Background: an optimization exercise with open tools, aiming at small area, a short achievable clock period and few clock cycles per item. Do not read the settings as production practice.
Only simulation tests tie the RTL to the original design; equivalence was not proved.
Power and IR drop assume default switching activity.

**flow/flow/run.sh**
```bash
#!/bin/bash
# Standard ORFS layout, with timing repair aiming below the clock period
# (setup repair margin 7.5 ns on the 11 ns clock).
set -e
export SETUP_SLACK_MARGIN=7.5
bash standard.sh > standard.log 2>&1
```
**flow/standard.sh**
```bash
#!/bin/bash
# synth_recipe.tcl (not shown) runs the flow's synth.tcl, then flattens the netlist and writes it again
# the make line also repeats each setting of config.mk as NAME=value (left out here)
make -C /OpenROAD-flow-scripts/flow DESIGN_CONFIG=/design/flow/config.mk WORK_HOME=/design/flow/orfs CLKGATE_MAP_FILE= SYNTH_SCRIPT=/design/flow/synth_recipe.tcl "${@:-finish}"
```
**flow/config.mk**
```make
export PLATFORM = sky130hd
export DESIGN_NAME = Milestone_1
export DESIGN_NICKNAME = Milestone_1
export VERILOG_FILES = /design/flow/design.v
export SDC_FILE = /design/flow/constraint.sdc
export NUM_CORES = 4
export LEC_CHECK = 0
export CAP_MARGIN = 0
export CORE_MARGIN = 2
export CORE_UTILIZATION = 55
export CTS_BUF_LIST = sky130_fd_sc_hd__clkbuf_8 sky130_fd_sc_hd__clkbuf_16
export CTS_CLUSTER_DIAMETER = 80
export CTS_CLUSTER_SIZE = 16
export SLEW_MARGIN = 0
```
**flow/constraint.sdc**
```tcl
create_clock -name core_clock -period 11.0 [get_ports {clock}]
set_input_delay 2.2000 -clock core_clock [delete_from_list [all_inputs] [get_ports {clock}]]
set_output_delay 2.2000 -clock core_clock [all_outputs]
set_load 0.01 [all_outputs]
```
**flow/design.v**
```verilog
module Milestone_1 (
		input logic clock,
		input logic resetn,
		input logic start,
		output logic done,
		input logic  [15:0] SRAM_read_data,
		output logic [15:0] SRAM_write_data,
		output logic SRAM_we_n,
		output logic [17:0] SRAM_address
);
localparam S_PEND = 2'd0, S_LO = 2'd1, S_HI = 2'd2, S_DUP = 2'd3;
localparam W_BR = 2'd0, W_GB = 2'd1, W_RG = 2'd2;
typedef struct packed {
	logic       shift;
	logic [1:0] src;
	logic       pend_ld, rdq_ld, yw_ld, qy_hi, qy_lo, evenld, qyt_ld, qu_f, qv_f, b0_ld, xsel, xsel2, xsel3, xsel4;
	logic [1:0] wsel;
	logic       wr, rd_y, yodd, rd_c, cv, fin;
	logic [1:0] cd;
} ctl_t;
function automatic ctl_t decode(input logic [4:0] f, input logic [6:0] kk, input logic last);
	ctl_t d;
	logic k79, k78;
	k79 = (kk == 7'd79);
	k78 = (kk == 7'd78);
	d = '0;
	if (!k79) begin
		case (f)
			5'd1: begin d.shift = 1'b1; d.src = S_PEND; end
			5'd2: begin d.shift = 1'b1; d.src = S_LO; end
			5'd6, 5'd7: begin d.shift = 1'b1; d.src = k78 ? S_DUP : S_HI; end
			default: d.src = S_DUP;
		endcase
	end else begin
		case (f)
			5'd1, 5'd2, 5'd6, 5'd7, 5'd13, 5'd14, 5'd15, 5'd16: begin d.shift = 1'b1; d.src = S_DUP; end
			5'd8, 5'd12, 5'd19, 5'd20: begin d.shift = 1'b1; d.src = S_HI; end
			5'd17: begin d.shift = 1'b1; d.src = S_PEND; end
			5'd18: begin d.shift = 1'b1; d.src = S_LO; end
			default: d.src = S_DUP;
		endcase
	end
	d.pend_ld = (f == 5'd6) || (k79 && (f == 5'd8 || f == 5'd19));
	d.rdq_ld  = (f == 5'd2) || (f == 5'd6) || (k79 && (f == 5'd11 || f == 5'd18 || f == 5'd19));
	d.yw_ld   = (f == 5'd1) || (f == 5'd7) || (k79 && f == 5'd20);
	d.qy_hi   = (f == 5'd4) || (!k79 && f == 5'd9) || (k79 && f == 5'd22);
	d.qy_lo   = (f == 5'd0) || (f == 5'd5);
	d.evenld  = (f == 5'd0) || (f == 5'd5);
	d.qyt_ld  = (f == 5'd0) || (f == 5'd3) || (f == 5'd5) || (f == 5'd8);
	d.qu_f    = (f == 5'd2 || f == 5'd7);
	d.qv_f    = (f == 5'd3 || f == 5'd8);
	d.xsel    = (f == 5'd0) || (f == 5'd2) || (f == 5'd5) || (f == 5'd7) || (k79 && f == 5'd10);
	d.xsel2   = (f == 5'd0) || (f == 5'd2) || (f == 5'd3) || (f == 5'd5) || (f == 5'd7) || (f == 5'd8) || (f == 5'd10);
	d.xsel3   = (f == 5'd0) || (f == 5'd2) || (f == 5'd3) || (f == 5'd5) || (f == 5'd7) || (k79 && f == 5'd10);
	d.xsel4   = (f == 5'd0) || (f == 5'd2) || (f == 5'd5) || (f == 5'd7) || (f == 5'd8) || (f == 5'd10);
	d.b0_ld   = (f == 5'd3) || (f == 5'd8);
	d.wsel    = (f == 5'd2 || f == 5'd7) ? W_RG : (f == 5'd1 || f == 5'd6 || f == 5'd11) ? W_GB : W_BR;
	d.wr      = (f == 5'd0 || f == 5'd1 || f == 5'd2 || f == 5'd5 || f == 5'd6 || f == 5'd7) ||
	            (k79 && last && (f == 5'd10 || f == 5'd11));
	d.rd_y    = k79 ? (f == 5'd17 || f == 5'd21) : (f == 5'd4 || f == 5'd8);
	d.yodd    = (f == 5'd8) || (f == 5'd21);
	d.rd_c    = k79 ? (f == 5'd3 || f == 5'd8 || f == 5'd15 || f == 5'd16 || f == 5'd22) :
	                  ((f == 5'd9 && kk <= 7'd76) || (f == 5'd3 && kk <= 7'd77));
	d.cv      = k79 ? (f == 5'd8 || f == 5'd16) : (f == 5'd3);
	d.cd      = (f == 5'd9 || f == 5'd22) ? 2'd2 : (k79 && (f == 5'd3 || f == 5'd8)) ? 2'd0 : 2'd1;
	d.fin     = k79 && last && (f == 5'd11);
	decode = d;
endfunction
logic        run, pro;
logic [4:0]  fc;
logic [6:0]  k;
logic [14:0] fr;    
logic [16:0] wa;
ctl_t        q;
logic [7:0]  c [0:9];
logic [15:0] rd_q, yw;
logic [7:0]  pend;
logic [8:0]  fa, fbn, fcn;
logic [16:0] fq;
logic [8:0]  qu, qv;
logic [7:0]  qy8;
logic [24:0] qyt;
logic [10:0] xs, xc, gs, gc;
logic        xl, gl;
logic        nx, ng;
logic [7:0]  b0;
wire k79     = (k == 7'd79);
wire lastrow = (fr == 15'd19199);
wire [14:0] fr1 = fr + 15'd1;
wire end_frame = k79 ? (fc == 5'd22) : (fc == 5'd9);
logic [4:0] nfc;
logic [6:0] nk;
always_comb begin
	if (!run || q.fin) begin
		nfc = (start && !run) ? 5'd4 : 5'd3;
		nk  = 7'd79;
	end else if (end_frame) begin
		nfc = 5'd0;
		nk  = k79 ? 7'd0 : k + 7'd1;
	end else begin
		nfc = fc + 5'd1;
		nk  = k;
	end
end
logic [7:0] nsmp;
always_comb begin
	case (q.src)
		S_PEND: nsmp = pend;
		S_LO:   nsmp = rd_q[7:0];
		S_HI:   nsmp = rd_q[15:8];
		default: nsmp = c[8];
	endcase
end
logic [7:0] cn [0:9];
always_comb begin
	for (int i = 0; i < 9; i++) cn[i] = q.shift ? c[i+1] : c[i];
	cn[9] = q.shift ? nsmp : c[9];
end
wire [16:0] fq_w;
m_fq u_fq (.b(fbn), .c(fcn), .o(fq_w));
always_ff @(posedge clock) begin
	q <= decode(nfc, nk, lastrow && run);
	for (int i = 0; i < 10; i++) c[i] <= cn[i];
	fbn <= {1'b0, ~cn[2]} + {1'b0, ~cn[8]};
	fcn <= {1'b0, cn[4]} + {1'b0, cn[6]};
	fa  <= {1'b0, c[0]} + {1'b0, nsmp};
	fq  <= fq_w;
	if (q.pend_ld) pend <= rd_q[7:0];
	if (q.rdq_ld) rd_q <= SRAM_read_data;
	if (q.yw_ld) yw <= SRAM_read_data;
end
wire [16:0] ft;
m_f2 u_f2 (.a(fa), .q(fq), .o(ft));
wire [8:0] fz = ft[16:8];
wire [24:0] ytv;
m_yt u_yt (.y(qy8), .o(ytv));
always_ff @(posedge clock) begin
	if (q.qy_hi) qy8 <= yw[15:8];
	else if (q.qy_lo) qy8 <= yw[7:0];
	if (q.evenld) begin
		qu <= {1'b0, c[4]} + 9'd104;
		qv <= {1'b0, c[5]} + 9'd104;
	end else begin
		if (q.qu_f) qu <= fz;
		if (q.qv_f) qv <= fz;
	end
	if (q.qyt_ld) qyt <= ytv;
end
wire [10:0] xs_w, xc_w, gs_w, gc_w;
wire        xl_w, gl_w;
m_x u_x (.yt(qyt), .zu(qu), .zv(qv), .sel({q.xsel4, q.xsel3, q.xsel2, q.xsel}), .hs(xs_w), .hc(xc_w), .cl(xl_w));
m_g u_g (.yt(qyt), .zu(qu), .zv(qv), .hs(gs_w), .hc(gc_w), .cl(gl_w));
wire nu = (qu < 9'd104);
wire nv = (qv < 9'd104);
always_ff @(posedge clock) begin
	xs <= xs_w; xc <= xc_w; xl <= xl_w;
	gs <= gs_w; gc <= gc_w; gl <= gl_w;
	nx <= q.xsel ? nu : nv;
	ng <= nu | nv;
end
function automatic [7:0] clip(input [10:0] s, input [10:0] cc, input ci, input neg);
	logic [11:0] tt;
	logic [10:0] t;
	tt = {s, 1'b1} + {cc, ci};
	t = tt[11:1];
	clip = (neg | t[10]) ? 8'd0 : ((|t[9:8]) ? 8'd255 : t[7:0]);
endfunction
wire [7:0] x8 = clip(xs, xc, xl, nx);
wire [7:0] g8 = clip(gs, gc, gl, ng);
wire do_wr = q.wr && !pro && run;
logic [15:0] wdat;
always_comb begin
	case (q.wsel)
		W_RG: wdat = {x8, g8};
		W_GB: wdat = {g8, x8};
		default: wdat = {b0, x8};
	endcase
end
always_ff @(posedge clock) begin
	SRAM_write_data <= wdat;
	if (q.b0_ld) b0 <= x8;
	fc <= nfc;
	k  <= nk;
	if (do_wr) SRAM_address <= {1'b1, wa};
	else if (q.rd_y) SRAM_address <= {2'b0, fr1, q.yodd};
	else SRAM_address <= {1'b0, {2'b0, fr1} + (q.cv ? 17'd57600 : 17'd38400) + {15'd0, q.cd}};
	if (!run || q.fin) begin
		pro <= 1'b1;
		fr  <= 15'h7fff;
		wa  <= 17'd15872;
	end else begin
		if (k == 7'd0 && fc == 5'd1) pro <= 1'b0;
		if (end_frame) fr <= fr1;
		if (do_wr) wa <= wa + 17'd1;
	end
end
always_ff @(posedge clock or negedge resetn) begin
	if (!resetn) begin
		run <= 1'b0;
		done <= 1'b0;
		SRAM_we_n <= 1'b1;
	end else begin
		done <= 1'b0;
		SRAM_we_n <= 1'b1;
		if (!run) begin
			if (start) run <= 1'b1;
		end else begin
			if (do_wr) SRAM_we_n <= 1'b0;
			if (q.fin) begin
				done <= 1'b1;
				run <= 1'b0;
			end
		end
	end
end
endmodule
module m_yt(input logic [7:0] y, output logic [24:0] o);
  wire t1 = y[7] ^ y[5]; wire t2 = y[7] & y[5];
  wire t3 = y[6] ^ y[4]; wire t4 = y[6] & y[4];
  wire t5 = y[7] ^ y[5]; wire t6 = y[7] & y[5];
  wire t7 = y[4] ^ y[2]; wire t8 = y[4] & y[2];
  wire t9 = y[5] ^ y[3] ^ y[1]; wire t10 = (y[5] & y[3]) | (y[5] & y[1]) | (y[3] & y[1]);
  wire t11 = y[6] ^ y[4] ^ y[2]; wire t12 = (y[6] & y[4]) | (y[6] & y[2]) | (y[4] & y[2]);
  wire t13 = y[3] ^ y[0] ^ 1'b1; wire t14 = (y[3] & y[0]) | (y[3] & 1'b1) | (y[0] & 1'b1);
  wire t15 = y[1] ^ 1'b1 ^ t2; wire t16 = (y[1] & 1'b1) | (y[1] & t2) | (1'b1 & t2);
  wire t17 = y[2] ^ 1'b1 ^ t4; wire t18 = (y[2] & 1'b1) | (y[2] & t4) | (1'b1 & t4);
  wire t19 = y[6] ^ y[3] ^ 1'b1; wire t20 = (y[6] & y[3]) | (y[6] & 1'b1) | (y[3] & 1'b1);
  wire t21 = y[7] ^ y[4]; wire t22 = y[7] & y[4];
  wire t23 = y[2] ^ y[0]; wire t24 = y[2] & y[0];
  wire t25 = y[3] ^ y[1] ^ 1'b1; wire t26 = (y[3] & y[1]) | (y[3] & 1'b1) | (y[1] & 1'b1);
  wire t27 = y[0] ^ 1'b1 ^ t7; wire t28 = (y[0] & 1'b1) | (y[0] & t7) | (1'b1 & t7);
  wire t29 = 1'b1 ^ t8 ^ t9; wire t30 = (1'b1 & t8) | (1'b1 & t9) | (t8 & t9);
  wire t31 = 1'b1 ^ t10 ^ t11; wire t32 = (1'b1 & t10) | (1'b1 & t11) | (t10 & t11);
  wire t33 = t1 ^ t12 ^ t13; wire t34 = (t1 & t12) | (t1 & t13) | (t12 & t13);
  wire t35 = t3 ^ t14 ^ t15; wire t36 = (t3 & t14) | (t3 & t15) | (t14 & t15);
  wire t37 = t5 ^ t16 ^ t17; wire t38 = (t5 & t16) | (t5 & t17) | (t16 & t17);
  wire t39 = t6 ^ t18 ^ t19; wire t40 = (t6 & t18) | (t6 & t19) | (t18 & t19);
  wire t41 = 1'b1 ^ t20 ^ t21; wire t42 = (1'b1 & t20) | (1'b1 & t21) | (t20 & t21);
  wire t43 = y[5] ^ 1'b1 ^ t22; wire t44 = (y[5] & 1'b1) | (y[5] & t22) | (1'b1 & t22);
  wire t45 = y[6] ^ 1'b1; wire t46 = y[6] & 1'b1;
  wire t47 = y[7] ^ 1'b1; wire t48 = y[7] & 1'b1;
  wire [24:0] ra = {1'b1, t46, t44, t42, t40, t38, t36, t34, t32, t30, t28, t26, t24, 1'b1, y[1], ~y[7], ~y[6], ~y[5], ~y[4], ~y[3], ~y[2], ~y[1], ~y[0], 1'b0, 1'b0};
  wire [24:0] rb = {t48, t47, t45, t43, t41, t39, t37, t35, t33, t31, t29, t27, t25, t23, 1'b1, y[0], 1'b0, 1'b0, 1'b0, 1'b0, 1'b0, 1'b0, 1'b1, 1'b0, 1'b0};
  assign o = ra + rb;
endmodule
module m_fq(input logic [8:0] b, input logic [8:0] c, output logic [16:0] o);
  wire t1 = b[5] ^ ~b[3]; wire t2 = b[5] & ~b[3];
  wire t3 = b[6] ^ ~b[4]; wire t4 = b[6] & ~b[4];
  wire t5 = b[7] ^ ~b[5]; wire t6 = b[7] & ~b[5];
  wire t7 = b[8] ^ ~b[6]; wire t8 = b[8] & ~b[6];
  wire t9 = b[3] ^ ~b[1]; wire t10 = b[3] & ~b[1];
  wire t11 = b[4] ^ ~b[2] ^ b[0]; wire t12 = (b[4] & ~b[2]) | (b[4] & b[0]) | (~b[2] & b[0]);
  wire t13 = ~c[6] ^ c[1]; wire t14 = ~c[6] & c[1];
  wire t15 = b[1] ^ ~c[7] ^ c[2]; wire t16 = (b[1] & ~c[7]) | (b[1] & c[2]) | (~c[7] & c[2]);
  wire t17 = c[0] ^ 1'b1 ^ t1; wire t18 = (c[0] & 1'b1) | (c[0] & t1) | (1'b1 & t1);
  wire t19 = b[2] ^ ~c[8] ^ c[3]; wire t20 = (b[2] & ~c[8]) | (b[2] & c[3]) | (~c[8] & c[3]);
  wire t21 = c[1] ^ t2 ^ t3; wire t22 = (c[1] & t2) | (c[1] & t3) | (t2 & t3);
  wire t23 = b[3] ^ c[4] ^ c[2]; wire t24 = (b[3] & c[4]) | (b[3] & c[2]) | (c[4] & c[2]);
  wire t25 = 1'b1 ^ t4 ^ t5; wire t26 = (1'b1 & t4) | (1'b1 & t5) | (t4 & t5);
  wire t27 = b[4] ^ c[5] ^ c[3]; wire t28 = (b[4] & c[5]) | (b[4] & c[3]) | (c[5] & c[3]);
  wire t29 = 1'b1 ^ t6 ^ t7; wire t30 = (1'b1 & t6) | (1'b1 & t7) | (t6 & t7);
  wire t31 = ~b[7] ^ b[5] ^ c[6]; wire t32 = (~b[7] & b[5]) | (~b[7] & c[6]) | (b[5] & c[6]);
  wire t33 = c[4] ^ 1'b1 ^ t8; wire t34 = (c[4] & 1'b1) | (c[4] & t8) | (1'b1 & t8);
  wire t35 = ~b[8] ^ b[6] ^ c[7]; wire t36 = (~b[8] & b[6]) | (~b[8] & c[7]) | (b[6] & c[7]);
  wire t37 = c[5] ^ 1'b1; wire t38 = c[5] & 1'b1;
  wire t39 = b[7] ^ c[8]; wire t40 = b[7] & c[8];
  wire t41 = b[2] ^ ~b[0]; wire t42 = b[2] & ~b[0];
  wire t43 = ~c[5] ^ c[0] ^ 1'b1; wire t44 = (~c[5] & c[0]) | (~c[5] & 1'b1) | (c[0] & 1'b1);
  wire t45 = 1'b1 ^ t10 ^ t11; wire t46 = (1'b1 & t10) | (1'b1 & t11) | (t10 & t11);
  wire t47 = t12 ^ t14 ^ t15; wire t48 = (t12 & t14) | (t12 & t15) | (t14 & t15);
  wire t49 = t16 ^ t18 ^ t19; wire t50 = (t16 & t18) | (t16 & t19) | (t18 & t19);
  wire t51 = t20 ^ t22 ^ t23; wire t52 = (t20 & t22) | (t20 & t23) | (t22 & t23);
  wire t53 = t24 ^ t26 ^ t27; wire t54 = (t24 & t26) | (t24 & t27) | (t26 & t27);
  wire t55 = t28 ^ t30 ^ t31; wire t56 = (t28 & t30) | (t28 & t31) | (t30 & t31);
  wire t57 = t32 ^ t34 ^ t35; wire t58 = (t32 & t34) | (t32 & t35) | (t34 & t35);
  wire t59 = c[6] ^ t36 ^ t38; wire t60 = (c[6] & t36) | (c[6] & t38) | (t36 & t38);
  wire t61 = b[8] ^ c[7] ^ 1'b1; wire t62 = (b[8] & c[7]) | (b[8] & 1'b1) | (c[7] & 1'b1);
  wire t63 = b[1] ^ ~c[3]; wire t64 = b[1] & ~c[3];
  wire t65 = ~c[4] ^ 1'b1 ^ t41; wire t66 = (~c[4] & 1'b1) | (~c[4] & t41) | (1'b1 & t41);
  wire t67 = t9 ^ t42 ^ t43; wire t68 = (t9 & t42) | (t9 & t43) | (t42 & t43);
  wire t69 = t13 ^ t44 ^ t45; wire t70 = (t13 & t44) | (t13 & t45) | (t44 & t45);
  wire t71 = t17 ^ t46 ^ t47; wire t72 = (t17 & t46) | (t17 & t47) | (t46 & t47);
  wire t73 = t21 ^ t48 ^ t49; wire t74 = (t21 & t48) | (t21 & t49) | (t48 & t49);
  wire t75 = t25 ^ t50 ^ t51; wire t76 = (t25 & t50) | (t25 & t51) | (t50 & t51);
  wire t77 = t29 ^ t52 ^ t53; wire t78 = (t29 & t52) | (t29 & t53) | (t52 & t53);
  wire t79 = t33 ^ t54 ^ t55; wire t80 = (t33 & t54) | (t33 & t55) | (t54 & t55);
  wire t81 = t37 ^ t56 ^ t57; wire t82 = (t37 & t56) | (t37 & t57) | (t56 & t57);
  wire t83 = t39 ^ t58 ^ t59; wire t84 = (t39 & t58) | (t39 & t59) | (t58 & t59);
  wire t85 = t40 ^ t60 ^ t61; wire t86 = (t40 & t60) | (t40 & t61) | (t60 & t61);
  wire t87 = c[8] ^ 1'b1 ^ t62; wire t88 = (c[8] & 1'b1) | (c[8] & t62) | (1'b1 & t62);
  wire [16:0] ra = {1'b1, t86, t84, t82, t80, t78, t76, t74, t72, t70, t68, t66, t64, 1'b1, b[0], ~c[1], ~c[0]};
  wire [16:0] rb = {t88, t87, t85, t83, t81, t79, t77, t75, t73, t71, t69, t67, t65, t63, ~c[2], 1'b0, 1'b1};
  assign o = ra + rb;
endmodule
module m_f2(input logic [8:0] a, input logic [16:0] q, output logic [16:0] o);
  wire t1 = a[4] ^ a[2]; wire t2 = a[4] & a[2];
  wire t3 = a[5] ^ a[3] ^ a[1]; wire t4 = (a[5] & a[3]) | (a[5] & a[1]) | (a[3] & a[1]);
  wire t5 = a[6] ^ a[4] ^ a[2]; wire t6 = (a[6] & a[4]) | (a[6] & a[2]) | (a[4] & a[2]);
  wire t7 = a[7] ^ a[5] ^ a[3]; wire t8 = (a[7] & a[5]) | (a[7] & a[3]) | (a[5] & a[3]);
  wire t9 = a[8] ^ a[6] ^ a[4]; wire t10 = (a[8] & a[6]) | (a[8] & a[4]) | (a[6] & a[4]);
  wire t11 = a[7] ^ a[5]; wire t12 = a[7] & a[5];
  wire t13 = a[8] ^ a[6]; wire t14 = a[8] & a[6];
  wire t15 = a[2] ^ a[0]; wire t16 = a[2] & a[0];
  wire t17 = a[3] ^ a[1] ^ q[3]; wire t18 = (a[3] & a[1]) | (a[3] & q[3]) | (a[1] & q[3]);
  wire t19 = a[0] ^ q[4] ^ t1; wire t20 = (a[0] & q[4]) | (a[0] & t1) | (q[4] & t1);
  wire t21 = q[5] ^ t2 ^ t3; wire t22 = (q[5] & t2) | (q[5] & t3) | (t2 & t3);
  wire t23 = q[6] ^ t4 ^ t5; wire t24 = (q[6] & t4) | (q[6] & t5) | (t4 & t5);
  wire t25 = q[7] ^ t6 ^ t7; wire t26 = (q[7] & t6) | (q[7] & t7) | (t6 & t7);
  wire t27 = q[8] ^ t8 ^ t9; wire t28 = (q[8] & t8) | (q[8] & t9) | (t8 & t9);
  wire t29 = q[9] ^ t10 ^ t11; wire t30 = (q[9] & t10) | (q[9] & t11) | (t10 & t11);
  wire t31 = q[10] ^ t12 ^ t13; wire t32 = (q[10] & t12) | (q[10] & t13) | (t12 & t13);
  wire t33 = a[7] ^ q[11] ^ t14; wire t34 = (a[7] & q[11]) | (a[7] & t14) | (q[11] & t14);
  wire t35 = a[8] ^ q[12]; wire t36 = a[8] & q[12];
  wire [16:0] ra = {q[16], q[15], q[14], q[13], t34, t32, t30, t28, t26, t24, t22, t20, t18, t16, q[2], a[1], a[0]};
  wire [16:0] rb = {1'b0, 1'b0, 1'b0, t36, t35, t33, t31, t29, t27, t25, t23, t21, t19, t17, t15, q[1], q[0]};
  assign o = ra + rb;
endmodule
module m_x(input logic [24:0] yt, input logic [8:0] zu, input logic [8:0] zv, input logic [3:0] sel, output logic [10:0] hs, output logic [10:0] hc, output logic cl);
  wire t1 = yt[6] ^ (sel[0] ? ~zu[6] : ~zv[6]); wire t2 = yt[6] & (sel[0] ? ~zu[6] : ~zv[6]);
  wire t3 = yt[7] ^ (sel[0] ? ~zu[7] : ~zv[7]) ^ (sel[1] ? ~zu[5] : zv[5]); wire t4 = (yt[7] & (sel[0] ? ~zu[7] : ~zv[7])) | (yt[7] & (sel[1] ? ~zu[5] : zv[5])) | ((sel[0] ? ~zu[7] : ~zv[7]) & (sel[1] ? ~zu[5] : zv[5]));
  wire t5 = (sel[2] ? zu[2] : zv[3]) ^ (sel[3] ? zu[0] : zv[0]); wire t6 = (sel[2] ? zu[2] : zv[3]) & (sel[3] ? zu[0] : zv[0]);
  wire t7 = yt[8] ^ (sel[0] ? ~zu[8] : ~zv[8]) ^ (sel[1] ? ~zu[6] : zv[6]); wire t8 = (yt[8] & (sel[0] ? ~zu[8] : ~zv[8])) | (yt[8] & (sel[1] ? ~zu[6] : zv[6])) | ((sel[0] ? ~zu[8] : ~zv[8]) & (sel[1] ? ~zu[6] : zv[6]));
  wire t9 = (sel[2] ? zu[3] : zv[4]) ^ (sel[3] ? zu[1] : zv[1]) ^ 1'b1; wire t10 = ((sel[2] ? zu[3] : zv[4]) & (sel[3] ? zu[1] : zv[1])) | ((sel[2] ? zu[3] : zv[4]) & 1'b1) | ((sel[3] ? zu[1] : zv[1]) & 1'b1);
  wire t11 = yt[9] ^ (sel[1] ? ~zu[7] : zv[7]) ^ (sel[2] ? zu[4] : zv[5]); wire t12 = (yt[9] & (sel[1] ? ~zu[7] : zv[7])) | (yt[9] & (sel[2] ? zu[4] : zv[5])) | ((sel[1] ? ~zu[7] : zv[7]) & (sel[2] ? zu[4] : zv[5]));
  wire t13 = yt[10] ^ (sel[1] ? ~zu[8] : zv[8]) ^ (sel[2] ? zu[5] : zv[6]); wire t14 = (yt[10] & (sel[1] ? ~zu[8] : zv[8])) | (yt[10] & (sel[2] ? zu[5] : zv[6])) | ((sel[1] ? ~zu[8] : zv[8]) & (sel[2] ? zu[5] : zv[6]));
  wire t15 = yt[11] ^ (sel[2] ? zu[6] : zv[7]) ^ (sel[3] ? zu[4] : zv[4]); wire t16 = (yt[11] & (sel[2] ? zu[6] : zv[7])) | (yt[11] & (sel[3] ? zu[4] : zv[4])) | ((sel[2] ? zu[6] : zv[7]) & (sel[3] ? zu[4] : zv[4]));
  wire t17 = yt[12] ^ (sel[2] ? zu[7] : zv[8]); wire t18 = yt[12] & (sel[2] ? zu[7] : zv[8]);
  wire t19 = yt[13] ^ (sel[2] & zu[8]) ^ (sel[3] ? zu[6] : zv[6]); wire t20 = (yt[13] & (sel[2] & zu[8])) | (yt[13] & (sel[3] ? zu[6] : zv[6])) | ((sel[2] & zu[8]) & (sel[3] ? zu[6] : zv[6]));
  wire t21 = (sel[0] ? zu[3] : ~zv[2]) ^ (~sel[2] & zv[0]); wire t22 = (sel[0] ? zu[3] : ~zv[2]) & (~sel[2] & zv[0]);
  wire t23 = yt[14] ^ (sel[3] ? zu[7] : zv[7]) ^ (sel[0] ? zu[4] : ~zv[3]); wire t24 = (yt[14] & (sel[3] ? zu[7] : zv[7])) | (yt[14] & (sel[0] ? zu[4] : ~zv[3])) | ((sel[3] ? zu[7] : zv[7]) & (sel[0] ? zu[4] : ~zv[3]));
  wire t25 = yt[15] ^ (sel[3] ? zu[8] : zv[8]) ^ (sel[0] ? zu[5] : ~zv[4]); wire t26 = (yt[15] & (sel[3] ? zu[8] : zv[8])) | (yt[15] & (sel[0] ? zu[5] : ~zv[4])) | ((sel[3] ? zu[8] : zv[8]) & (sel[0] ? zu[5] : ~zv[4]));
  wire t27 = (~sel[2] & zv[2]) ^ (~sel[3] & ~zv[0]); wire t28 = (~sel[2] & zv[2]) & (~sel[3] & ~zv[0]);
  wire t29 = yt[16] ^ (sel[0] ? zu[6] : ~zv[5]) ^ (~sel[2] & zv[3]); wire t30 = (yt[16] & (sel[0] ? zu[6] : ~zv[5])) | (yt[16] & (~sel[2] & zv[3])) | ((sel[0] ? zu[6] : ~zv[5]) & (~sel[2] & zv[3]));
  wire t31 = (~sel[3] & ~zv[1]) ^ 1'b1; wire t32 = (~sel[3] & ~zv[1]) & 1'b1;
  wire t33 = yt[17] ^ (sel[0] ? zu[7] : ~zv[6]) ^ (sel[1] ? zu[0] : zv[0]); wire t34 = (yt[17] & (sel[0] ? zu[7] : ~zv[6])) | (yt[17] & (sel[1] ? zu[0] : zv[0])) | ((sel[0] ? zu[7] : ~zv[6]) & (sel[1] ? zu[0] : zv[0]));
  wire t35 = (~sel[2] & zv[4]) ^ (~sel[3] & ~zv[2]) ^ ~sel[0]; wire t36 = ((~sel[2] & zv[4]) & (~sel[3] & ~zv[2])) | ((~sel[2] & zv[4]) & ~sel[0]) | ((~sel[3] & ~zv[2]) & ~sel[0]);
  wire t37 = yt[18] ^ (sel[0] ? zu[8] : ~zv[7]) ^ (sel[1] ? zu[1] : zv[1]); wire t38 = (yt[18] & (sel[0] ? zu[8] : ~zv[7])) | (yt[18] & (sel[1] ? zu[1] : zv[1])) | ((sel[0] ? zu[8] : ~zv[7]) & (sel[1] ? zu[1] : zv[1]));
  wire t39 = (~sel[2] & zv[5]) ^ (~sel[3] & ~zv[3]); wire t40 = (~sel[2] & zv[5]) & (~sel[3] & ~zv[3]);
  wire t41 = yt[19] ^ (~sel[0] & ~zv[8]) ^ (sel[1] ? zu[2] : zv[2]); wire t42 = (yt[19] & (~sel[0] & ~zv[8])) | (yt[19] & (sel[1] ? zu[2] : zv[2])) | ((~sel[0] & ~zv[8]) & (sel[1] ? zu[2] : zv[2]));
  wire t43 = (~sel[2] & zv[6]) ^ (~sel[3] & ~zv[4]) ^ 1'b1; wire t44 = ((~sel[2] & zv[6]) & (~sel[3] & ~zv[4])) | ((~sel[2] & zv[6]) & 1'b1) | ((~sel[3] & ~zv[4]) & 1'b1);
  wire t45 = yt[20] ^ (sel[1] ? zu[3] : zv[3]) ^ (~sel[2] & zv[7]); wire t46 = (yt[20] & (sel[1] ? zu[3] : zv[3])) | (yt[20] & (~sel[2] & zv[7])) | ((sel[1] ? zu[3] : zv[3]) & (~sel[2] & zv[7]));
  wire t47 = (~sel[3] & ~zv[5]) ^ sel[0]; wire t48 = (~sel[3] & ~zv[5]) & sel[0];
  wire t49 = yt[21] ^ (sel[1] ? zu[4] : zv[4]) ^ (~sel[2] & zv[8]); wire t50 = (yt[21] & (sel[1] ? zu[4] : zv[4])) | (yt[21] & (~sel[2] & zv[8])) | ((sel[1] ? zu[4] : zv[4]) & (~sel[2] & zv[8]));
  wire t51 = (~sel[3] & ~zv[6]) ^ ~sel[0]; wire t52 = (~sel[3] & ~zv[6]) & ~sel[0];
  wire t53 = yt[22] ^ (sel[1] ? zu[5] : zv[5]) ^ (~sel[3] & ~zv[7]); wire t54 = (yt[22] & (sel[1] ? zu[5] : zv[5])) | (yt[22] & (~sel[3] & ~zv[7])) | ((sel[1] ? zu[5] : zv[5]) & (~sel[3] & ~zv[7]));
  wire t55 = yt[2] ^ (sel[0] ? ~zu[2] : ~zv[2]); wire t56 = yt[2] & (sel[0] ? ~zu[2] : ~zv[2]);
  wire t57 = yt[3] ^ (sel[0] ? ~zu[3] : ~zv[3]) ^ (sel[1] ? ~zu[1] : zv[1]); wire t58 = (yt[3] & (sel[0] ? ~zu[3] : ~zv[3])) | (yt[3] & (sel[1] ? ~zu[1] : zv[1])) | ((sel[0] ? ~zu[3] : ~zv[3]) & (sel[1] ? ~zu[1] : zv[1]));
  wire t59 = yt[4] ^ (sel[0] ? ~zu[4] : ~zv[4]) ^ (sel[1] ? ~zu[2] : zv[2]); wire t60 = (yt[4] & (sel[0] ? ~zu[4] : ~zv[4])) | (yt[4] & (sel[1] ? ~zu[2] : zv[2])) | ((sel[0] ? ~zu[4] : ~zv[4]) & (sel[1] ? ~zu[2] : zv[2]));
  wire t61 = yt[5] ^ (sel[0] ? ~zu[5] : ~zv[5]) ^ (sel[1] ? ~zu[3] : zv[3]); wire t62 = (yt[5] & (sel[0] ? ~zu[5] : ~zv[5])) | (yt[5] & (sel[1] ? ~zu[3] : zv[3])) | ((sel[0] ? ~zu[5] : ~zv[5]) & (sel[1] ? ~zu[3] : zv[3]));
  wire t63 = (sel[1] ? ~zu[4] : zv[4]) ^ (sel[2] ? zu[1] : zv[2]) ^ sel[0]; wire t64 = ((sel[1] ? ~zu[4] : zv[4]) & (sel[2] ? zu[1] : zv[2])) | ((sel[1] ? ~zu[4] : zv[4]) & sel[0]) | ((sel[2] ? zu[1] : zv[2]) & sel[0]);
  wire t65 = sel[0] ^ t2 ^ t3; wire t66 = (sel[0] & t2) | (sel[0] & t3) | (t2 & t3);
  wire t67 = t4 ^ t6 ^ t7; wire t68 = (t4 & t6) | (t4 & t7) | (t6 & t7);
  wire t69 = (sel[3] ? zu[2] : zv[2]) ^ t8 ^ t10; wire t70 = ((sel[3] ? zu[2] : zv[2]) & t8) | ((sel[3] ? zu[2] : zv[2]) & t10) | (t8 & t10);
  wire t71 = (sel[3] ? zu[3] : zv[3]) ^ (sel[0] & zu[0]) ^ t12; wire t72 = ((sel[3] ? zu[3] : zv[3]) & (sel[0] & zu[0])) | ((sel[3] ? zu[3] : zv[3]) & t12) | ((sel[0] & zu[0]) & t12);
  wire t73 = (sel[0] ? zu[1] : ~zv[0]) ^ sel[0] ^ t14; wire t74 = ((sel[0] ? zu[1] : ~zv[0]) & sel[0]) | ((sel[0] ? zu[1] : ~zv[0]) & t14) | (sel[0] & t14);
  wire t75 = (sel[3] ? zu[5] : zv[5]) ^ (sel[0] ? zu[2] : ~zv[1]) ^ t16; wire t76 = ((sel[3] ? zu[5] : zv[5]) & (sel[0] ? zu[2] : ~zv[1])) | ((sel[3] ? zu[5] : zv[5]) & t16) | ((sel[0] ? zu[2] : ~zv[1]) & t16);
  wire t77 = 1'b1 ^ t18 ^ t19; wire t78 = (1'b1 & t18) | (1'b1 & t19) | (t18 & t19);
  wire t79 = (~sel[2] & zv[1]) ^ t20 ^ t22; wire t80 = ((~sel[2] & zv[1]) & t20) | ((~sel[2] & zv[1]) & t22) | (t20 & t22);
  wire t81 = ~sel[0] ^ t24 ^ t25; wire t82 = (~sel[0] & t24) | (~sel[0] & t25) | (t24 & t25);
  wire t83 = t26 ^ t28 ^ t29; wire t84 = (t26 & t28) | (t26 & t29) | (t28 & t29);
  wire t85 = t30 ^ t32 ^ t33; wire t86 = (t30 & t32) | (t30 & t33) | (t32 & t33);
  wire t87 = t34 ^ t36 ^ t37; wire t88 = (t34 & t36) | (t34 & t37) | (t36 & t37);
  wire t89 = t38 ^ t40 ^ t41; wire t90 = (t38 & t40) | (t38 & t41) | (t40 & t41);
  wire t91 = t42 ^ t44 ^ t45; wire t92 = (t42 & t44) | (t42 & t45) | (t44 & t45);
  wire t93 = t46 ^ t48 ^ t49; wire t94 = (t46 & t48) | (t46 & t49) | (t48 & t49);
  wire t95 = ~sel[0] ^ t50 ^ t52; wire t96 = (~sel[0] & t50) | (~sel[0] & t52) | (t50 & t52);
  wire t97 = yt[23] ^ (sel[1] ? zu[6] : zv[6]) ^ (~sel[3] & ~zv[8]); wire t98 = (yt[23] & (sel[1] ? zu[6] : zv[6])) | (yt[23] & (~sel[3] & ~zv[8])) | ((sel[1] ? zu[6] : zv[6]) & (~sel[3] & ~zv[8]));
  wire t99 = yt[24] ^ (sel[1] ? zu[7] : zv[7]); wire t100 = yt[24] & (sel[1] ? zu[7] : zv[7]);
  wire t101 = yt[0] ^ (sel[0] ? ~zu[0] : ~zv[0]); wire t102 = yt[0] & (sel[0] ? ~zu[0] : ~zv[0]);
  wire t103 = yt[1] ^ (sel[0] ? ~zu[1] : ~zv[1]); wire t104 = yt[1] & (sel[0] ? ~zu[1] : ~zv[1]);
  wire t105 = (sel[1] ? ~zu[0] : zv[0]) ^ sel[0] ^ t55; wire t106 = ((sel[1] ? ~zu[0] : zv[0]) & sel[0]) | ((sel[1] ? ~zu[0] : zv[0]) & t55) | (sel[0] & t55);
  wire t107 = 1'b1 ^ t56 ^ t57; wire t108 = (1'b1 & t56) | (1'b1 & t57) | (t56 & t57);
  wire t109 = (~sel[2] & zv[0]) ^ t58 ^ t59; wire t110 = ((~sel[2] & zv[0]) & t58) | ((~sel[2] & zv[0]) & t59) | (t58 & t59);
  wire t111 = (sel[2] ? zu[0] : zv[1]) ^ t60 ^ t61; wire t112 = ((sel[2] ? zu[0] : zv[1]) & t60) | ((sel[2] ? zu[0] : zv[1]) & t61) | (t60 & t61);
  wire t113 = t1 ^ t62 ^ t63; wire t114 = (t1 & t62) | (t1 & t63) | (t62 & t63);
  wire t115 = t5 ^ t64 ^ t65; wire t116 = (t5 & t64) | (t5 & t65) | (t64 & t65);
  wire t117 = t9 ^ t66 ^ t67; wire t118 = (t9 & t66) | (t9 & t67) | (t66 & t67);
  wire t119 = t11 ^ t68 ^ t69; wire t120 = (t11 & t68) | (t11 & t69) | (t68 & t69);
  wire t121 = t13 ^ t70 ^ t71; wire t122 = (t13 & t70) | (t13 & t71) | (t70 & t71);
  wire t123 = t15 ^ t72 ^ t73; wire t124 = (t15 & t72) | (t15 & t73) | (t72 & t73);
  wire t125 = t17 ^ t74 ^ t75; wire t126 = (t17 & t74) | (t17 & t75) | (t74 & t75);
  wire t127 = t21 ^ t76 ^ t77; wire t128 = (t21 & t76) | (t21 & t77) | (t76 & t77);
  wire t129 = t23 ^ t78 ^ t79; wire t130 = (t23 & t78) | (t23 & t79) | (t78 & t79);
  wire t131 = t27 ^ t80 ^ t81; wire t132 = (t27 & t80) | (t27 & t81) | (t80 & t81);
  wire t133 = t31 ^ t82 ^ t83; wire t134 = (t31 & t82) | (t31 & t83) | (t82 & t83);
  wire t135 = t35 ^ t84 ^ t85; wire t136 = (t35 & t84) | (t35 & t85) | (t84 & t85);
  wire t137 = t39 ^ t86 ^ t87; wire t138 = (t39 & t86) | (t39 & t87) | (t86 & t87);
  wire t139 = t43 ^ t88 ^ t89; wire t140 = (t43 & t88) | (t43 & t89) | (t88 & t89);
  wire t141 = t47 ^ t90 ^ t91; wire t142 = (t47 & t90) | (t47 & t91) | (t90 & t91);
  wire t143 = t51 ^ t92 ^ t93; wire t144 = (t51 & t92) | (t51 & t93) | (t92 & t93);
  wire t145 = t53 ^ t94 ^ t95; wire t146 = (t53 & t94) | (t53 & t95) | (t94 & t95);
  wire t147 = t54 ^ t96 ^ t97; wire t148 = (t54 & t96) | (t54 & t97) | (t96 & t97);
  wire t149 = ~sel[0] ^ t98 ^ t99; wire t150 = (~sel[0] & t98) | (~sel[0] & t99) | (t98 & t99);
  wire t151 = (sel[1] ? zu[8] : zv[8]) ^ sel[0] ^ t100; wire t152 = ((sel[1] ? zu[8] : zv[8]) & sel[0]) | ((sel[1] ? zu[8] : zv[8]) & t100) | (sel[0] & t100);
  wire [26:0] ra = {1'b1, t150, t148, t146, t144, t142, t140, t138, t136, t134, t132, t130, t128, t126, t124, t122, t120, t118, t116, t114, t112, t110, t108, t106, t104, t102, 1'b1};
  wire [26:0] rb = {t152, t151, t149, t147, t145, t143, t141, t139, t137, t135, t133, t131, t129, t127, t125, t123, t121, t119, t117, t115, t113, t111, t109, t107, t105, t103, t101};
  wire [16:0] lsum = {1'b0, ra[15:0]} + {1'b0, rb[15:0]};
  assign cl = lsum[16];
  assign hs = ra[26:16];
  assign hc = rb[26:16];
endmodule
module m_g(input logic [24:0] yt, input logic [8:0] zu, input logic [8:0] zv, output logic [10:0] hs, output logic [10:0] hc, output logic cl);
  wire t1 = yt[15] ^ ~zu[5]; wire t2 = yt[15] & ~zu[5];
  wire t3 = yt[16] ^ ~zu[6] ^ zu[3]; wire t4 = (yt[16] & ~zu[6]) | (yt[16] & zu[3]) | (~zu[6] & zu[3]);
  wire t5 = ~zu[1] ^ ~zv[4]; wire t6 = ~zu[1] & ~zv[4];
  wire t7 = yt[17] ^ ~zu[7] ^ zu[4]; wire t8 = (yt[17] & ~zu[7]) | (yt[17] & zu[4]) | (~zu[7] & zu[4]);
  wire t9 = ~zu[2] ^ ~zv[5]; wire t10 = ~zu[2] & ~zv[5];
  wire t11 = yt[18] ^ ~zu[8] ^ zu[5]; wire t12 = (yt[18] & ~zu[8]) | (yt[18] & zu[5]) | (~zu[8] & zu[5]);
  wire t13 = ~zu[3] ^ ~zv[6] ^ zv[4]; wire t14 = (~zu[3] & ~zv[6]) | (~zu[3] & zv[4]) | (~zv[6] & zv[4]);
  wire t15 = yt[19] ^ zu[6] ^ ~zu[4]; wire t16 = (yt[19] & zu[6]) | (yt[19] & ~zu[4]) | (zu[6] & ~zu[4]);
  wire t17 = ~zv[7] ^ zv[5]; wire t18 = ~zv[7] & zv[5];
  wire t19 = yt[20] ^ zu[7] ^ ~zu[5]; wire t20 = (yt[20] & zu[7]) | (yt[20] & ~zu[5]) | (zu[7] & ~zu[5]);
  wire t21 = ~zv[8] ^ zv[6]; wire t22 = ~zv[8] & zv[6];
  wire t23 = yt[21] ^ zu[8]; wire t24 = yt[21] & zu[8];
  wire t25 = yt[5] ^ zu[2] ^ ~zu[0]; wire t26 = (yt[5] & zu[2]) | (yt[5] & ~zu[0]) | (zu[2] & ~zu[0]);
  wire t27 = yt[6] ^ zu[3] ^ ~zu[1]; wire t28 = (yt[6] & zu[3]) | (yt[6] & ~zu[1]) | (zu[3] & ~zu[1]);
  wire t29 = yt[7] ^ zu[4] ^ ~zu[2]; wire t30 = (yt[7] & zu[4]) | (yt[7] & ~zu[2]) | (zu[4] & ~zu[2]);
  wire t31 = yt[8] ^ zu[5] ^ ~zu[3]; wire t32 = (yt[8] & zu[5]) | (yt[8] & ~zu[3]) | (zu[5] & ~zu[3]);
  wire t33 = yt[9] ^ zu[6] ^ ~zu[4]; wire t34 = (yt[9] & zu[6]) | (yt[9] & ~zu[4]) | (zu[6] & ~zu[4]);
  wire t35 = yt[10] ^ zu[7] ^ ~zu[5]; wire t36 = (yt[10] & zu[7]) | (yt[10] & ~zu[5]) | (zu[7] & ~zu[5]);
  wire t37 = ~zu[0] ^ ~zv[5]; wire t38 = ~zu[0] & ~zv[5];
  wire t39 = yt[11] ^ zu[8] ^ ~zu[6]; wire t40 = (yt[11] & zu[8]) | (yt[11] & ~zu[6]) | (zu[8] & ~zu[6]);
  wire t41 = ~zu[1] ^ ~zv[6]; wire t42 = ~zu[1] & ~zv[6];
  wire t43 = yt[12] ^ ~zu[7] ^ ~zu[2]; wire t44 = (yt[12] & ~zu[7]) | (yt[12] & ~zu[2]) | (~zu[7] & ~zu[2]);
  wire t45 = ~zv[7] ^ ~zv[0]; wire t46 = ~zv[7] & ~zv[0];
  wire t47 = yt[13] ^ ~zu[8] ^ ~zu[3]; wire t48 = (yt[13] & ~zu[8]) | (yt[13] & ~zu[3]) | (~zu[8] & ~zu[3]);
  wire t49 = zu[0] ^ ~zv[8] ^ ~zv[1]; wire t50 = (zu[0] & ~zv[8]) | (zu[0] & ~zv[1]) | (~zv[8] & ~zv[1]);
  wire t51 = yt[14] ^ ~zu[4] ^ zu[1]; wire t52 = (yt[14] & ~zu[4]) | (yt[14] & zu[1]) | (~zu[4] & zu[1]);
  wire t53 = ~zv[2] ^ zv[0] ^ 1'b1; wire t54 = (~zv[2] & zv[0]) | (~zv[2] & 1'b1) | (zv[0] & 1'b1);
  wire t55 = zu[2] ^ ~zu[0] ^ ~zv[3]; wire t56 = (zu[2] & ~zu[0]) | (zu[2] & ~zv[3]) | (~zu[0] & ~zv[3]);
  wire t57 = zv[1] ^ 1'b1 ^ t1; wire t58 = (zv[1] & 1'b1) | (zv[1] & t1) | (1'b1 & t1);
  wire t59 = zv[2] ^ ~zv[0] ^ 1'b1; wire t60 = (zv[2] & ~zv[0]) | (zv[2] & 1'b1) | (~zv[0] & 1'b1);
  wire t61 = t2 ^ t3 ^ t5; wire t62 = (t2 & t3) | (t2 & t5) | (t3 & t5);
  wire t63 = zv[3] ^ ~zv[1] ^ t4; wire t64 = (zv[3] & ~zv[1]) | (zv[3] & t4) | (~zv[1] & t4);
  wire t65 = t6 ^ t7 ^ t9; wire t66 = (t6 & t7) | (t6 & t9) | (t7 & t9);
  wire t67 = ~zv[2] ^ 1'b1 ^ t8; wire t68 = (~zv[2] & 1'b1) | (~zv[2] & t8) | (1'b1 & t8);
  wire t69 = t10 ^ t11 ^ t13; wire t70 = (t10 & t11) | (t10 & t13) | (t11 & t13);
  wire t71 = ~zv[3] ^ 1'b1 ^ t12; wire t72 = (~zv[3] & 1'b1) | (~zv[3] & t12) | (1'b1 & t12);
  wire t73 = t14 ^ t15 ^ t17; wire t74 = (t14 & t15) | (t14 & t17) | (t15 & t17);
  wire t75 = ~zv[4] ^ 1'b1 ^ t16; wire t76 = (~zv[4] & 1'b1) | (~zv[4] & t16) | (1'b1 & t16);
  wire t77 = t18 ^ t19 ^ t21; wire t78 = (t18 & t19) | (t18 & t21) | (t19 & t21);
  wire t79 = ~zu[6] ^ zv[7] ^ ~zv[5]; wire t80 = (~zu[6] & zv[7]) | (~zu[6] & ~zv[5]) | (zv[7] & ~zv[5]);
  wire t81 = t20 ^ t22 ^ t23; wire t82 = (t20 & t22) | (t20 & t23) | (t22 & t23);
  wire t83 = yt[22] ^ ~zu[7] ^ zv[8]; wire t84 = (yt[22] & ~zu[7]) | (yt[22] & zv[8]) | (~zu[7] & zv[8]);
  wire t85 = ~zv[6] ^ 1'b1 ^ t24; wire t86 = (~zv[6] & 1'b1) | (~zv[6] & t24) | (1'b1 & t24);
  wire t87 = yt[23] ^ ~zu[8] ^ ~zv[7]; wire t88 = (yt[23] & ~zu[8]) | (yt[23] & ~zv[7]) | (~zu[8] & ~zv[7]);
  wire t89 = yt[3] ^ zu[0]; wire t90 = yt[3] & zu[0];
  wire t91 = yt[4] ^ zu[1]; wire t92 = yt[4] & zu[1];
  wire t93 = ~zv[5] ^ ~zv[0] ^ 1'b1; wire t94 = (~zv[5] & ~zv[0]) | (~zv[5] & 1'b1) | (~zv[0] & 1'b1);
  wire t95 = ~zv[6] ^ ~zv[1] ^ t26; wire t96 = (~zv[6] & ~zv[1]) | (~zv[6] & t26) | (~zv[1] & t26);
  wire t97 = ~zv[7] ^ ~zv[2] ^ t28; wire t98 = (~zv[7] & ~zv[2]) | (~zv[7] & t28) | (~zv[2] & t28);
  wire t99 = ~zv[8] ^ ~zv[3] ^ t30; wire t100 = (~zv[8] & ~zv[3]) | (~zv[8] & t30) | (~zv[3] & t30);
  wire t101 = ~zv[4] ^ 1'b1 ^ t32; wire t102 = (~zv[4] & 1'b1) | (~zv[4] & t32) | (1'b1 & t32);
  wire t103 = 1'b1 ^ t34 ^ t35; wire t104 = (1'b1 & t34) | (1'b1 & t35) | (t34 & t35);
  wire t105 = t36 ^ t38 ^ t39; wire t106 = (t36 & t38) | (t36 & t39) | (t38 & t39);
  wire t107 = t40 ^ t42 ^ t43; wire t108 = (t40 & t42) | (t40 & t43) | (t42 & t43);
  wire t109 = t44 ^ t46 ^ t47; wire t110 = (t44 & t46) | (t44 & t47) | (t46 & t47);
  wire t111 = t48 ^ t50 ^ t51; wire t112 = (t48 & t50) | (t48 & t51) | (t50 & t51);
  wire t113 = t52 ^ t54 ^ t55; wire t114 = (t52 & t54) | (t52 & t55) | (t54 & t55);
  wire t115 = t56 ^ t58 ^ t59; wire t116 = (t56 & t58) | (t56 & t59) | (t58 & t59);
  wire t117 = t60 ^ t62 ^ t63; wire t118 = (t60 & t62) | (t60 & t63) | (t62 & t63);
  wire t119 = t64 ^ t66 ^ t67; wire t120 = (t64 & t66) | (t64 & t67) | (t66 & t67);
  wire t121 = t68 ^ t70 ^ t71; wire t122 = (t68 & t70) | (t68 & t71) | (t70 & t71);
  wire t123 = t72 ^ t74 ^ t75; wire t124 = (t72 & t74) | (t72 & t75) | (t74 & t75);
  wire t125 = t76 ^ t78 ^ t79; wire t126 = (t76 & t78) | (t76 & t79) | (t78 & t79);
  wire t127 = t80 ^ t82 ^ t83; wire t128 = (t80 & t82) | (t80 & t83) | (t82 & t83);
  wire t129 = 1'b1 ^ t84 ^ t86; wire t130 = (1'b1 & t84) | (1'b1 & t86) | (t84 & t86);
  wire t131 = yt[24] ^ ~zv[8] ^ 1'b1; wire t132 = (yt[24] & ~zv[8]) | (yt[24] & 1'b1) | (~zv[8] & 1'b1);
  wire t133 = yt[0] ^ ~zv[0]; wire t134 = yt[0] & ~zv[0];
  wire t135 = yt[1] ^ ~zv[1]; wire t136 = yt[1] & ~zv[1];
  wire t137 = yt[2] ^ ~zv[2]; wire t138 = yt[2] & ~zv[2];
  wire t139 = ~zv[3] ^ 1'b1 ^ t89; wire t140 = (~zv[3] & 1'b1) | (~zv[3] & t89) | (1'b1 & t89);
  wire t141 = ~zv[4] ^ t90 ^ t91; wire t142 = (~zv[4] & t90) | (~zv[4] & t91) | (t90 & t91);
  wire t143 = t25 ^ t92 ^ t93; wire t144 = (t25 & t92) | (t25 & t93) | (t92 & t93);
  wire t145 = t27 ^ t94 ^ t95; wire t146 = (t27 & t94) | (t27 & t95) | (t94 & t95);
  wire t147 = t29 ^ t96 ^ t97; wire t148 = (t29 & t96) | (t29 & t97) | (t96 & t97);
  wire t149 = t31 ^ t98 ^ t99; wire t150 = (t31 & t98) | (t31 & t99) | (t98 & t99);
  wire t151 = t33 ^ t100 ^ t101; wire t152 = (t33 & t100) | (t33 & t101) | (t100 & t101);
  wire t153 = t37 ^ t102 ^ t103; wire t154 = (t37 & t102) | (t37 & t103) | (t102 & t103);
  wire t155 = t41 ^ t104 ^ t105; wire t156 = (t41 & t104) | (t41 & t105) | (t104 & t105);
  wire t157 = t45 ^ t106 ^ t107; wire t158 = (t45 & t106) | (t45 & t107) | (t106 & t107);
  wire t159 = t49 ^ t108 ^ t109; wire t160 = (t49 & t108) | (t49 & t109) | (t108 & t109);
  wire t161 = t53 ^ t110 ^ t111; wire t162 = (t53 & t110) | (t53 & t111) | (t110 & t111);
  wire t163 = t57 ^ t112 ^ t113; wire t164 = (t57 & t112) | (t57 & t113) | (t112 & t113);
  wire t165 = t61 ^ t114 ^ t115; wire t166 = (t61 & t114) | (t61 & t115) | (t114 & t115);
  wire t167 = t65 ^ t116 ^ t117; wire t168 = (t65 & t116) | (t65 & t117) | (t116 & t117);
  wire t169 = t69 ^ t118 ^ t119; wire t170 = (t69 & t118) | (t69 & t119) | (t118 & t119);
  wire t171 = t73 ^ t120 ^ t121; wire t172 = (t73 & t120) | (t73 & t121) | (t120 & t121);
  wire t173 = t77 ^ t122 ^ t123; wire t174 = (t77 & t122) | (t77 & t123) | (t122 & t123);
  wire t175 = t81 ^ t124 ^ t125; wire t176 = (t81 & t124) | (t81 & t125) | (t124 & t125);
  wire t177 = t85 ^ t126 ^ t127; wire t178 = (t85 & t126) | (t85 & t127) | (t126 & t127);
  wire t179 = t87 ^ t128 ^ t129; wire t180 = (t87 & t128) | (t87 & t129) | (t128 & t129);
  wire t181 = t88 ^ t130 ^ t131; wire t182 = (t88 & t130) | (t88 & t131) | (t130 & t131);
  wire [26:0] ra = {1'b1, t132, t180, t178, t176, t174, t172, t170, t168, t166, t164, t162, t160, t158, t156, t154, t152, t150, t148, t146, t144, t142, t140, t138, t136, t134, 1'b1};
  wire [26:0] rb = {1'b0, t182, t181, t179, t177, t175, t173, t171, t169, t167, t165, t163, t161, t159, t157, t155, t153, t151, t149, t147, t145, t143, t141, t139, t137, t135, t133};
  wire [16:0] lsum = {1'b0, ra[15:0]} + {1'b0, rb[15:0]};
  assign cl = lsum[16];
  assign hs = ra[26:16];
  assign hc = rb[26:16];
endmodule
```
==> flow_summary.ini, run 1 <==
[global_routing]
grt_pass1_vias = 15800
grt_first_pass_wirelength_um = 85700
globalRouteTotalUtil_pct = 25.0
grt_overflow = 0
antenna_violations_before_repair = 4
grt_start_max_net_pins = 56

[synth]
synth_top_cells_by_count = inv_1, dfxtp_1, ha_1, fa_1, edfxtp_1
avgSynthCellArea_um2 = 10.4
yosys.cell_count.top_type = inv_1
seq_total_area_yosys_pct = 38.3
async_flop_share_pct = 0.806
top_cells_by_area_in_the_synthesized_netlist = dfxtp_1, edfxtp_1, fa_1, ha_1, inv_1
synth_largest_type_area_fraction_pct = 19.3
synth-main-ff-cell = dfxtp_1
ys_seq_elements = 372
synth_enable_flop_cells = 145
post_synth_num_cell_types = 93
postSynthNetCount = 2643
yosysWarnings = 3
synthDominantAreaCellType = dfxtp_1
syn-cell-area_mm2 = 0.0233
number_of_instances_in_the_synthesized_netlist = 2241

[clocking]
clock_sink_count = 372
cts.hold.buffers_added = 0
insertion_delay_ns = 0.62
number_of_buffers_added_by_the_clock_tree_synthesis_step = 30
cts-htree-levels = 1
cts.clk_slew.worst_paths_ns = 0.07
clock_path_buffers = 3
cts-root-buf = clkbuf_16
tritoncts_clock_tree = built

[route]
post_drt_via_cell_ratio = 5.45
ant_nets = 0
route.vias.total = 15800
detail_route.iter0.violations = 963
wl_um = 54300
post_drt_wl_per_cell_um = 18.8
drc = 0
detail_route.first_pass.iterations = 6

[sta]
hold_viol = 0
fmax_mhz = 286
fin_worst_skew_ns = 0.0393
layout_setup_ws_ns = 7.51
setup_viol = 0
layout_worst_path_cycle_share_pct = 31.8
grt_setup_unrepaired = yes
max-slew-margin-rel_pct = 26.4
layout_min_cycle_time_ns = 3.49
timing.setup.tns_ns = 0
report.final.slew_viol_count = 0
worstMarginPinSlew_ns = 1.10

[cells_and_area]
n_antenna_cell = 0
final_layout_size_suffix_gt1_share_pct = 11.5
area_overhead_of_the_layout_relative_to_synthesis_pct = 12.5
nNetsFinal = 2737
utilization_pct = 62.5
fin_area_mm2 = 0.0262

[die]
die_height_um = 210
row_count = 75
die_w_um = 210
core_region_area_mm2 = 0.0419
pin_count = 55
die_area_mm2 = 0.0440
initial_core_util_pct = 55.6

[power]
p_leak_nw = 12.1
power_mw = 2.50
p_per_area_mw_per_mm2 = 95.6
vdd_ir_drop_max_uv = 139

[setup_path]
arrival_time_reported_for_the_critical_path_endpoint_ns = 4.01
cp_data_required_time_ns = 11.51
end_kind = register
timing.critical_path.from_type = register
timing.reg2reg.setup_slack_ns = 7.51
critical_path_class = register to register
crit_path_start = qv[6]
regToRegStartpoint = qv[6]
cp_max_fo = 7

[worst_hold_path]
hold_class = register to register
min_from = fcn[0]

[placed_design]
post-place-ws_ns = 6.71
place_hpwl_um = 41900
portBuffers = 54
placement.cell_area_mm2 = 0.0244
place.gp.congestion = 0.942

[flow_run]
number_of_max_cap_violations = 0

[status]
run_status = finished clean
[report_power, final]
group          total [mW]  internal (mW)  switching (mW)
logic             0.00726        0.00554         0.00171
registers            1.42           1.42               0
clock network        1.08          0.550           0.526
total                2.50           1.97           0.528
[layout by cell type (no fill, tap or decap), types with 17 or more instances in the layout]
cell             instances
mux2i_1                 41
dfxtp_1                203
dlygate4sd2_1           32
fa_1                   166
buf_4                   61
o22ai_1                 17
a21oi_1                 96
nor2_1                 122
a21o_1                  37
and3_1                  22
nand3_1                 46
nand2_1                132
ha_1                   200
o21a_1                  17
mux2_2                  23
clkdlybuf4s50_1         17
edfxtp_1               145
nand2b_1                20
inv_1                  394
xor2_1                  48
nor3_1                  21
clkbuf_16               31
xnor2_1                 58
o21ai_0                 74
[kinds of logic after synthesis]
family	after synthesis	synth area share, %
and+or+nand+nor	475	9.93
buffers and inverters	459	7.49
adders and majority gates	383	26.1
DFF	372	38.3
AOI/OAI and AO/OA	370	10.3
xor gates and xnor gates	108	4.06
muxes	74	3.81
[registers in the layout (all words and copies together) (netlist names), 17 cells and up]
name	flops
c	80
q	24
qyt	23
SRAM_address	18
fq	17
wa	17
[area by class of cell]
cell class,count,area [µm²]
Multi-Input combinational cell,1410,13000
Inverter,402,1520
Fill cell,3546,15700
Timing Repair Buffer,119,1020
Sequential cell,372,8970
Tap cell,539,674
Clock buffer,30,751
Clock inverter,24,213
[repair_timing]
action | 4_1_cts | 5_1_grt
resized for setup | 91 | 90
setup buffers | 18 | 38
pin swaps | 11 | 23
cloned | 0 | 1
endpoints found under the setup margin | 58 | 33
[layer usage]
metal / track usage, % / routed length (µm) / up-vias
met5: 0 / 0 / -
met4: 8.56 / 1900 / 0
met3: 3.20 / 2660 / 89
met2: 39.7 / 24500 / 386
met1: 35.7 / 25200 / 7617
li1: - / - / 7681
[metrics by stage]
step                hold WS, ns  std cells
floorplan                 0.351       2241
global placement          0.367       2785
detailed placement        0.369       2785
CTS                       0.385       2857
global route              0.400       2896
finish                    0.388       2896
[critical path: stages, from the launching register on]
cell       delay (ns)
edfxtp_1         0.57
buf_4            0.23
o21ai_2          0.12
fa_1             0.45
fa_2             0.36
fa_1             0.50
inv_1            0.04
ha_1             0.28
a21oi_1          0.13
nor2b_1          0.06
a2111oi_1        0.25
o21ai_1          0.12
a221o_1          0.30
[worst paths after layout]
kind / to / depth (start not counted)
min in group asynchronous: done / 1
max in group asynchronous: SRAM_we_n / 1
worst max register to register: xl / 12
worst min register to register: fq[0] / 0
worst max-delay path: xl / 12
worst min-delay path: fq[0] / 0
Testbench counts, summed over its fixed seeds: cycles 1,561,032, images 8.
==> run 2: changes to the inputs <==
--- a/flow/config.mk
+++ b/flow/config.mk
@@ -7,5 +7,5 @@
 export LEC_CHECK = 0
-export CAP_MARGIN = 0
+export CAP_MARGIN = 20
 export CORE_MARGIN = 2
-export CORE_UTILIZATION = 55
+export CORE_UTILIZATION = 70
 export CTS_BUF_LIST = sky130_fd_sc_hd__clkbuf_8 sky130_fd_sc_hd__clkbuf_16
@@ -13,2 +13,2 @@
 export CTS_CLUSTER_SIZE = 16
-export SLEW_MARGIN = 0
+export SLEW_MARGIN = 20
==> flow_summary.ini, run 2 <==
[setup_path]
crit_path_max_incr_delay_ns = 0.64
cp_data_required_time_ns = 11.52
critical-path-top-cell-by-count = fa_1
critical_path_class = register to register
timing.critical_path.slowest_stage_cell = fa_1
timing.reg2reg.worst_path_depth = 14
cp_max_fo = 3
timing.critical_path.from_type = register
critical_path_depth = 14
worstPathCellList = inv_4, fa_1, inv_1, fa_1, inv_2, fa_1, inv_2, ha_4, or3_4, o21ai_4, a21oi_4, a211o_1, a21oi_2, xnor2_1
arrival_time_reported_for_the_critical_path_endpoint_ns = 4.24
end_kind = register
worstPathBufferInverterCount = 4
critical-path-top-delay-family = adder cells

[global_routing]
grt_pass1_vias = 16800
antenna_violations_before_repair = 0
globalRouteTotalUtil_pct = 32.0
grt_overflow = 0
grt_start_max_net_pins = 49
grt_first_pass_wirelength_um = 88400

[route]
ant_nets = 0
route.vias.total = 16800
post_drt_wl_per_cell_um = 20.8
detail_route.first_pass.iterations = 5
detail_route.iter0.violations = 1386
drc = 0
post_drt_via_cell_ratio = 6.00
wl_um = 58000

[clocking]
cts-root-buf = clkbuf_16
insertion_delay_ns = 0.60
tritoncts_clock_tree = built
cts-htree-levels = 1
cts.clk_slew.worst_paths_ns = 0.07
number_of_buffers_added_by_the_clock_tree_synthesis_step = 28
clock_sink_count = 372
cts.hold.buffers_added = 0
clock_path_buffers = 3

[power]
p_per_area_mw_per_mm2 = 92.4
p_leak_nw = 12.1
vdd_ir_drop_max_uv = 129
power_mw = 2.40

[synth]
synth_top_cells_by_count = inv_1, dfxtp_1, ha_1, fa_1, edfxtp_1
syn-cell-area_mm2 = 0.0233
synth_enable_flop_cells = 145
yosys.cell_count.top_type = inv_1
postSynthNetCount = 2643
synthDominantAreaCellType = dfxtp_1
ys_seq_elements = 372
avgSynthCellArea_um2 = 10.4
post_synth_num_cell_types = 93
seq_total_area_yosys_pct = 38.3
number_of_instances_in_the_synthesized_netlist = 2241
synth-main-ff-cell = dfxtp_1
synth_largest_type_area_fraction_pct = 19.3
yosysWarnings = 3
async_flop_share_pct = 0.806
top_cells_by_area_in_the_synthesized_netlist = dfxtp_1, edfxtp_1, fa_1, ha_1, inv_1

[sta]
fin_worst_skew_ns = 0.0294
layout_min_cycle_time_ns = 3.72
grt_setup_unrepaired = yes
report.final.slew_viol_count = 0
finalHoldWorstSlack_ns = 0.418
hold_viol = 0
layout_worst_path_cycle_share_pct = 33.8
fmax_mhz = 269
setup_viol = 0
max-slew-margin-rel_pct = 25.8
worstMarginPinSlew_ns = 1.11
timing.setup.tns_ns = 0

[cells_and_area]
fin_area_mm2 = 0.0260
largest_register_ff_count = 80
largest_registers = c x80, q x24, qyt x23
largest-register = c
multi_input_comb_area_mm2 = 0.0131
area_overhead_of_the_layout_relative_to_synthesis_pct = 11.8
most_common_cell_after_layout_fill_and_taps_aside = inv_1
nNetsFinal = 2732
fillerInstances = 1992
layout.cells.most_common_list = inv_1, dfxtp_1, ha_1, fa_1, edfxtp_1
final_layout_size_suffix_gt1_share_pct = 11.8
n_antenna_cell = 0
layout.area.seq_mm2 = 0.00896

[die]
die_area_mm2 = 0.0347
die_height_um = 186
core_region_area_mm2 = 0.0326
initial_core_util_pct = 71.3
row_count = 66
die_w_um = 186
pin_count = 55

[placed_design]
place.gp.congestion = 0.950
portBuffers = 54
place_hpwl_um = 41200
placement.cell_area_mm2 = 0.0242

[status]
run_status = finished clean

[worst_hold_path]
hold_class = register to register
min_delay_path_depth = 0

[flow_run]
number_of_max_cap_violations = 0
## run 2: cell counts after synthesis
Identical to the previous run, type by type.
## run 2: logic make-up (layout without fill, tap and decap cells)
group / count (synthesis) / count (layout) / share of synthesized area [%]
and+or+nand+nor: 475 / 475 / 9.93
DFF: 372 / 372 / 38.3
xor gates and xnor gates: 108 / 108 / 4.06
buffers and inverters: 459 / 568 / 7.49
adders and majority gates: 383 / 383 / 26.1
AOI/OAI and AO/OA: 370 / 370 / 10.3
muxes: 74 / 74 / 3.81
## run 2: worst paths after layout
check | start | end | slack, ns
hold reg to reg | fcn[0] | fq[0] | 0.42
setup reg to reg | fbn[3] | fq[15] | 7.28
max in group asynchronous | resetn | SRAM_we_n | 8.94
setup / recovery | fbn[3] | fq[15] | 7.28
hold / removal | fcn[0] | fq[0] | 0.42
min in group asynchronous | resetn | run | 1.82
## run 2: metrics by stage
stage | instances | util [%] | setup WS [ns]
4_1_cts | 2762 | 78.0 | 7.30
3_5_place_dp | 2685 | 74.3 | 6.69
6_report | 2792 | 79.8 | 7.28
5_1_grt | 2792 | 79.8 | 7.21
3_3_place_gp | 2685 | 74.3 | 6.74
2_1_floorplan | 2241 | - | 7.16
## run 2: repair_timing
item	in CTS	in global routing
setup endpoints to repair	59	41
endpoints found under the hold margin	0	0
buffers inserted	27	29
resized for setup	106	93
pin swaps	20	28
cloned	0	1
## run 2: worst register-to-register path, cell delays in order, from the launching register on
cell	delay (ns)
dfxtp_4	0.38
inv_4	0.05
fa_1	0.64
inv_1	0.11
fa_1	0.54
inv_2	0.05
fa_1	0.51
inv_2	0.06
ha_4	0.22
or3_4	0.35
o21ai_4	0.09
a21oi_4	0.07
a211o_1	0.29
a21oi_2	0.15
xnor2_1	0.13
## run 2: routing by layer
metal / vias up / wire length (µm) / GRT usage, %
met4: 0 / 2450 / 11.2
met3: 184 / 4400 / 4.70
met5: - / 0 / 0
li1: 7674 / - / -
met1: 8132 / 23700 / 43.3
met2: 761 / 27400 / 53.2
## run 2: cell type report
class                   count  share of cell area [%]
clock inverters            21                   0.476
repair buffers            116                    3.95
clock buffers              29                    2.79
multi-input cells        1410                    50.3
flip-flops and latches    372                    34.4
inverters                 402                    5.87
well taps                 442                    2.13
## run 2: where the power goes
| group | switching, mW | internal (mW) |
|---|---|---|
| logic | 0.00189 | 0.00555 |
| registers | 0 | 1.42 |
| clock network | 0.497 | 0.480 |

-- re-timing with driven ports --
The flow's constraints put no driver on any port. The routed layouts listed below were extracted and timed again, unchanged, in two steps. Step 1, drivers: a clkbuf_16 drives clock and a buf_2 each remaining input, both assumed. Step 2 also shifts input and output timing later by t, the mid clock arrival at the registers, as if the neighbouring blocks saw the same clock. Three values: no drivers, after step 1, after step 2; two values: the first two.
run	shift t [ns]	setup slack, ns	worst register clock-pin slew, ns	pins driven straight from the clock port
run 1	0.658	7.506 / 7.492 / 7.201	0.08 / 0.08	1
run 2	0.638	7.284 / 7.284 / 7.209	0.08 / 0.08	1
After both steps every run listed still meets setup and hold. The setup slack of run 1, which loses most, moves by -0.014 ns with the drivers and by -0.305 ns with both steps.
